Source: an optimization exercise on an open RTL-to-GDS flow (aim: small area and a short achievable clock period). Production flows keep margins and buffers that such runs may drop.
Function was not checked in any run shown here: the RTL went through the layout flow alone.
Power is estimated from default activity; no workload was simulated.

==> flow/design.v (outline; a module is shown in full before it is edited, if it fits) <==
// module wallace_tree_multiplier: 1366 lines
// module mul_fa: 4 lines
// module mul_ha: 4 lines
module wallace_tree_multiplier (
    input  logic        clk,
    input  logic        reset,
    input  logic [31:0] multiplicand,
    input  logic [31:0] multiplier,
    output logic [63:0] product,
    output logic        overflow
);
  // ...
==> flow/flow/run.sh <==
#!/bin/bash
# Standard ORFS layout, with plain buf_1 cells as the port buffers (buffer_ports
# otherwise picks a delay-cell buffer for every port), and timing repair aimed
# at a 6.7 ns setup margin.
set -euo pipefail
export BUFFER_PORTS_ARGS="-buffer_cell sky130_fd_sc_hd__buf_1"
bash standard.sh SETUP_SLACK_MARGIN=6.7 finish > standard_flow.log 2>&1
==> flow/standard.sh <==
#!/bin/bash
# synth_recipe.tcl (not shown) runs the flow's synth.tcl, then flattens the netlist and writes it again
# the make line also repeats each setting of config.mk as NAME=value (left out here)
make -C /OpenROAD-flow-scripts/flow DESIGN_CONFIG=/design/flow/config.mk WORK_HOME=/design/flow/orfs CLKGATE_MAP_FILE= SYNTH_SCRIPT=/design/flow/synth_recipe.tcl "${@:-finish}"
==> flow/config.mk <==
export PLATFORM = sky130hd
export DESIGN_NAME = wallace_tree_multiplier
export DESIGN_NICKNAME = wallace_tree_multiplier
export VERILOG_FILES = /design/flow/design.v
export SDC_FILE = /design/flow/constraint.sdc
export NUM_CORES = 4
export LEC_CHECK = 0
export ABC_AREA = 1
export CAP_MARGIN = 20
export CORE_MARGIN = 2
export CORE_UTILIZATION = 70
export SLEW_MARGIN = 20
export SYNTH_HIERARCHICAL = 1
==> flow/constraint.sdc <==
create_clock -name core_clock -period 13.5 [get_ports {clk}]
set_input_delay 2.7000 -clock core_clock [delete_from_list [all_inputs] [get_ports {clk}]]
set_output_delay 2.7000 -clock core_clock [all_outputs]
set_load 0.01 [all_outputs]
==> key figures, run 1 <==
Finish
  • Core occupancy in the finished layout: 76.5%
  • Clock-cell share of area: 2.15%
  • Area added between synthesis and finish: 7.29%
  • Number of non-clock buffers: 242
  • Cell class ranked first by area: multi-input combinational cells
  • Largest registers: qa: 64 flops, qb: 61 flops, qc: 18 flops
  • Number of flip-flops and latches: 144
  • Filler cells: 2,583
  • Register area: 3600 sq um
  • Most frequent cells in the layout: xor2_1, o22ai_1, fa_1, nand2_1, inv_1

Global route
  • Busiest grt layer: met2
  • Met1 demand-to-capacity share in global routing: 54.2%
  • Vias in the first global route: 23,882
  • Global-route met3 utilization: 12.7%
  • GR Layer Usage met2: 69.3%

Logic synthesis
  • Most common library cells after synthesis: xor2_1, o22ai_1, fa_1
  • Share of cell area taken by muxes after synthesis: 0%
  • Dominant cell type by area after synthesis: fa_1

Clock network
  • Root buf cell: clkbuf_16
  • Setup bufs post-CTS: 20

Worst setup path
  • Critical path required time: 13.83 ns

Power
  • Largest vdd supply drop: 0.434 mV
  • Static leakage: 12.6 nW

Worst hold path
  • Worst Hold Path Cells: 5

Place
  • Placement Setup Slack: 5.67 ns

Status
  • Run status: timing/DRC/antenna clean

STA
  • Setup ws final: 6.80 ns

Floorplanning
  • I/O pin count: 131
==> run 2: changes to the inputs <==
==> flow/flow/run.sh (replaced) <==
#!/bin/bash
# Standard ORFS layout, with plain buf_1 cells as the port buffers (buffer_ports
# otherwise picks a delay-cell buffer for every port), and timing repair aimed
# at a 7.1 ns setup margin.
set -euo pipefail
export BUFFER_PORTS_ARGS="-buffer_cell sky130_fd_sc_hd__buf_1"
bash standard.sh SETUP_SLACK_MARGIN=7.1 finish > standard_flow.log 2>&1
==> key figures, run 2 <==
Status
  • Run status: timing/DRC/antenna clean (unchanged)

Finish
  • Most frequent cells in the layout: xor2_1, o22ai_1, fa_1, nand2_1, inv_1 (unchanged)
  • # diodes: 0 (was 1)
  • Post-route cell area: 29,700 sq um (was 28,100 sq um)
  • Number of flip-flops under the largest register name: 64 (unchanged)
  • Fraction of final layout cells with drive strength greater than 1: 11.8% (was 7.31%)
  • Area added between synthesis and finish: 13.2% (was 7.29%)
  • Largest reg by FF count: qa (unchanged)
  • Net count, final: 3,570 (was 3,502)
  • Core occupancy in the finished layout: 80.7% (was 76.5%)
  • Most common cell after layout, fill and taps aside: xor2_1 (unchanged)
  • Largest registers: qa: 64 flops, qb: 61 flops, qc: 18 flops (unchanged)

Power
  • Static leakage: 13.3 nW (was 12.6 nW)
  • Reg power frac: 9.7% (was 10.1%)
  • Largest vdd supply drop: 0.500 mV (was 0.434 mV)
  • Net switching fraction of the power: 54.4% (about the same)
  • Part of the total power dissipated in the clock network: 6.0% (was 6.2%)
  • Power Total: 0.00854 W (was 0.00814 W)
  • Cell Int Power: 0.00390 W (was 0.00372 W)
  • Combinational group share of total power: 84.4% (was 83.8%)
  • Switching power summed over all nets: 0.00464 W (was 0.00443 W)
  • Power density of the placed cells: 288 nW/um^2 (was 289 nW/um^2)

Global route
  • Total global routing track utilization: 45.8% (was 44.4%)
  • Maximum number of pins on one net before global-route repair: 63 (was 80)
  • Vias in the first global route: 24,082 (was 23,882)
  • First-pass GRT wire length: 134,000 microns (was 131,000 microns)
  • Leftover overflow at the end of global routing: 0 (unchanged)
  • Antenna violations before repair: 0 (was 1)

Clock network
  • Clk sink count: 144 (unchanged)
  • Root buf cell: clkbuf_16 (unchanged)
  • Hold bufs inserted after CTS: 0 (unchanged)
  • TritonCTS clock tree: built (unchanged)
  • Clock insertion delay at the later pin of the skew report: 0.47 ns (was 0.46 ns)
  • Number of buffers created by CTS: 17 (unchanged)
  • Count of H-tree levels built during CTS: 4 (unchanged)
  • Clock slew at reported path FFs: 0.07 ns (was 0.06 ns)
  • Maximum number of buffers from clock root to sink: 2 (unchanged)

Logic synthesis
  • Leading cell types by total area after synthesis: fa_1, xor2_1, dfrtp_1 (unchanged)
  • Most frequent cell after synthesis: xor2_1 (unchanged)
  • Most instantiated flip-flop cell in the synthesis netlist: dfrtp_1 (unchanged)
  • Cells after Synth: 2,890 (unchanged)
  • Synthesized Nets: 3,503 (unchanged)
  • Synthesized flop and latch total: 144 (unchanged)
  • Number of flops mapped to enable cells by yosys: 0 (unchanged)
  • Number of distinct standard cells referenced by the synthesized netlist: 36 (unchanged)
  • Seq/Total Area, Yosys: 13.7% (unchanged)
  • Post-Synthesis Mean Instance Area: 9.07 sq um (unchanged)
  • Yosys top cell area share: 32.6% (unchanged)
  • Synth Warn #: 7 (unchanged)
  • Most common library cells after synthesis: xor2_1, o22ai_1, fa_1 (unchanged)
  • Dominant cell type by area after synthesis: fa_1 (unchanged)
  • Post-synthesis instance area: 26,200 sq um (unchanged)
  • Async set-or-reset flop fraction in the synthesized netlist: 100% (unchanged)

Worst hold path
  • Min-delay worst type: reg2reg (unchanged)
  • Worst Hold Path Cells: 5 (unchanged)
  • WHS Endpoint: overflow (unchanged)
  • Min-delay src: qa[63] (unchanged)

Worst setup path
  • Worst EP arrival: 6.78 ns (was 7.03 ns)
  • Worst r2r src: qa[2] (unchanged)
  • Critical Path Max Stage Delay: 0.51 ns (was 0.53 ns)
  • Element type at the critical path end: flop (unchanged)
  • Slowest library cell on the worst path: fa_1 (unchanged)
  • Worst R2R Path Depth: 19 (was 22)
  • Cells along the critical path: clkbuf_2 -> buf_12 -> clkinvlp_4 -> o21ai_4 -> buf_4 -> o22ai_1 -> xor2_1 -> fa_1 -> fa_1 -> fa_1 -> fa_1 -> fa_1 -> fa_1 (was clkbuf_2 -> buf_8 -> inv_1 -> o21ai_2 -> buf_6 -> o22ai_1 -> xor2_1 -> fa_1 -> fa_1 -> fa_1 -> fa_1 -> fa_1 -> fa_1)
  • Minimum setup slack among reg-to-reg paths: 9.10 ns (was 8.65 ns)
  • Worst Path Class, Setup: in2reg (unchanged)
  • Most repeated library cell on the critical path: fa_1 (unchanged)
  • Worst setup path startpoint: multiplier[15] (was multiplier[29])
  • End of the worst register-to-register path: overflow (unchanged)
  • Critical path required time: 13.84 ns (was 13.83 ns)
  • Largest fanout on the critical path: 18 (was 35)
  • Worst Setup Start Kind: input pin (unchanged)

STA
  • Hold_ws: 0.780 ns (was 0.763 ns)
  • Headroom to the max-slew limit: 38.5% (was 38.1%)
  • Total negative slack: 0 ns (unchanged)
  • Post-route fraction of the period consumed by the critical path: 47.7% (was 49.7%)
  • Number of max-slew violations in the final report: 0 (unchanged)
  • Least-Margin Pin Slew: 0.923 ns (was 0.926 ns)
  • Setup repair after global routing missed its margin: true (was false)
  • Clock period minus worst slack: 6.44 ns (was 6.70 ns)
  • Final setup violating endpoints: 0 (unchanged)
  • Hold violation count in the final report: 0 (unchanged)
  • Maximum frequency from static timing analysis: 0.155 GHz (was 0.149 GHz)
  • Final worst clock skew: 0.00674 ns (was 0.0105 ns)

Flow run
  • Max-cap violation count: 0 (unchanged)

Route
  • Remaining routing DRC violations: 0 (unchanged)
  • Vias per inst: 6.97 (was 6.87)
  • WL per Instance: 26.4 microns (was 24.8 microns)
  • Total length of routed wires: 90,800 microns (was 83,600 microns)
  • Drt first-iter violations: 3,555 (was 3,081)
  • Initial DRT Pass Iterations: 9 (unchanged)
  • Vias post-DR: 23,956 (was 23,143)
  • Antenna Nets Post-Route: 0 (unchanged)

Place
  • Routability-driven placement congestion ratio: 1.00 (was 0.940)
  • Post-placement cell area: 27,000 sq um (about the same)
  • HPWL after DPL: 57,700 microns (was 57,300 microns)
  • Input/output buffers: 130 (unchanged)

Floorplanning
  • Chip Width: 198 microns (unchanged)
  • Site Rows: 70 (unchanged)
  • I/O pin count: 131 (unchanged)
  • Starting density of the core: 71.3% (unchanged)
  • Placeable core region: 36,800 sq um (unchanged)
  • Chip height: 198 microns (unchanged)
  • Die Outline Area: 39,000 sq um (unchanged)
==> run 2: cell types whose count changed in the layout (fill, tap and decap cells not counted), moves of 8 or more <==
| cell | delta |
|---|---|
| nor2_1 | -13 |
| nand2_4 | +8 |
| buf_4 | +33 |
| buf_12 | +26 |
| fa_1 | -14 |
| o22ai_2 | +17 |
| fa_2 | +14 |
| o22ai_1 | -17 |
| nor2_2 | +8 |
| clkbuf_16 | +13 |
| nand2_1 | -11 |
==> run 2: cell families (layout without fill, tap and decap cells) <==
group           after synthesis  count (layout)  share of synthesized area (%)
simple gates                544             544                           8.44
buf+inv                     513             591                           7.47
other cells                   1               1                         0.0143
fa+ha+maj                   547             547                           38.3
flops                       144             144                           13.7
compound gates              615             616                           14.4
xor+xnor                    526             526                           17.6
==> run 2: layer usage <==
layer,routed length [microns],up-vias,global-route usage (%)
li1,-,9717,-
met1,31900,11517,58.8
met2,39100,2184,67.7
met3,13500,536,16.4
met4,6260,2,25.5
met5,16,-,0
==> run 2: timing repair <==
| item | 4_1_cts | 5_1_grt |
|---|---|---|
| resized for setup | 99 | 117 |
| gates cloned | 8 | 13 |
| setup endpoints to repair | 76 | 40 |
| buffers inserted | 28 | 52 |
| pin swaps | 12 | 47 |
==> run 2: worst max path at each step <==
stage	endpoint	slack, ns	cells past startpoint
3_3_place_gp	qb[34]	5.86	13
3_5_place_dp	qb[34]	5.83	13
4_1_cts	qb[34]	7.05	14
2_1_floorplan	qb[34]	7.04	14
6_report	qb[34]	7.06	13
5_1_grt	qb[30]	6.99	15
==> run 2: area by class of cell <==
cell class / instances / area (sq um)
clock buffers: 19 / 443
clock inverters: 12 / 159
fillers: 2326 / 7110
inverters: 249 / 975
multi-input cells: 2234 / 21200
flip-flops and latches: 144 / 3600
well taps: 468 / 586
repair buffers: 310 / 2710
repair inverters: 1 / 7.51
==> run 2: worst max-delay path, delay by kind of cell <==
kind | cells | cell delay (ns)
AO/OA/AOI/OAI | 2 | 0.30
XOR/XNOR | 1 | 0.20
adder cells (fa/ha/maj) | 6 | 2.78
buffers and inverters | 4 | 0.81
==> run 2: power groups by stage <==
stage                     clock network [W]  logic (W)  registers, W
final                              0.000510    0.00720      0.000825
after global routing               0.000531    0.00805      0.000845
after CTS                          0.000512    0.00690      0.000825
after detailed placement                  0    0.00671      0.000831
after global placement                    0    0.00643      0.000822
after floorplan                           0    0.00478      0.000804
==> run 2: metrics by stage <==
step           worst slack (ns)  std cells
2_1_floorplan              7.04       2890
3_3_place_gp               5.86       3305
3_5_place_dp               5.83       3305
4_1_cts                    7.05       3372
5_1_grt                    6.99       3437
6_report                   7.06       3437
==> run 2: Yosys stat by module (local to each module, per instance) <==
module	flops+latches	cell area [sq um]
wallace_tree_multiplier	144	17200
mul_fa	0	20.0
mul_ha	0	12.5

==> port drivers added, routing unchanged <==
Ports are ideal in the flow. The routed layouts listed here were re-timed in OpenROAD. Step 1, drivers: a clkbuf_16 drives clk and a buf_2 each remaining input, both assumed. Step 2, shift: input delay + t, output delay - t, t = (earliest + latest rising clock arrival at the registers) / 2. This alone moves slack from input paths to output paths. Three values: ideal ports, drivers, drivers and shift; two values: the first two.
run | t (ns) | setup WS [ns] | worst hold slack (ns) | worst slew at a driven data input, ns
run 1 | 0.509 | 6.796 / 6.830 / 6.321 | 0.763 / 0.763 / 0.763 | 0.04
run 2 | 0.521 | 7.060 / 7.083 / 6.562 | 0.780 / 0.780 / 0.780 | 0.04
After both steps every run listed still meets setup and hold. The setup slack of run 2, which loses most, moves by +0.023 ns with the drivers and by -0.498 ns with both steps.
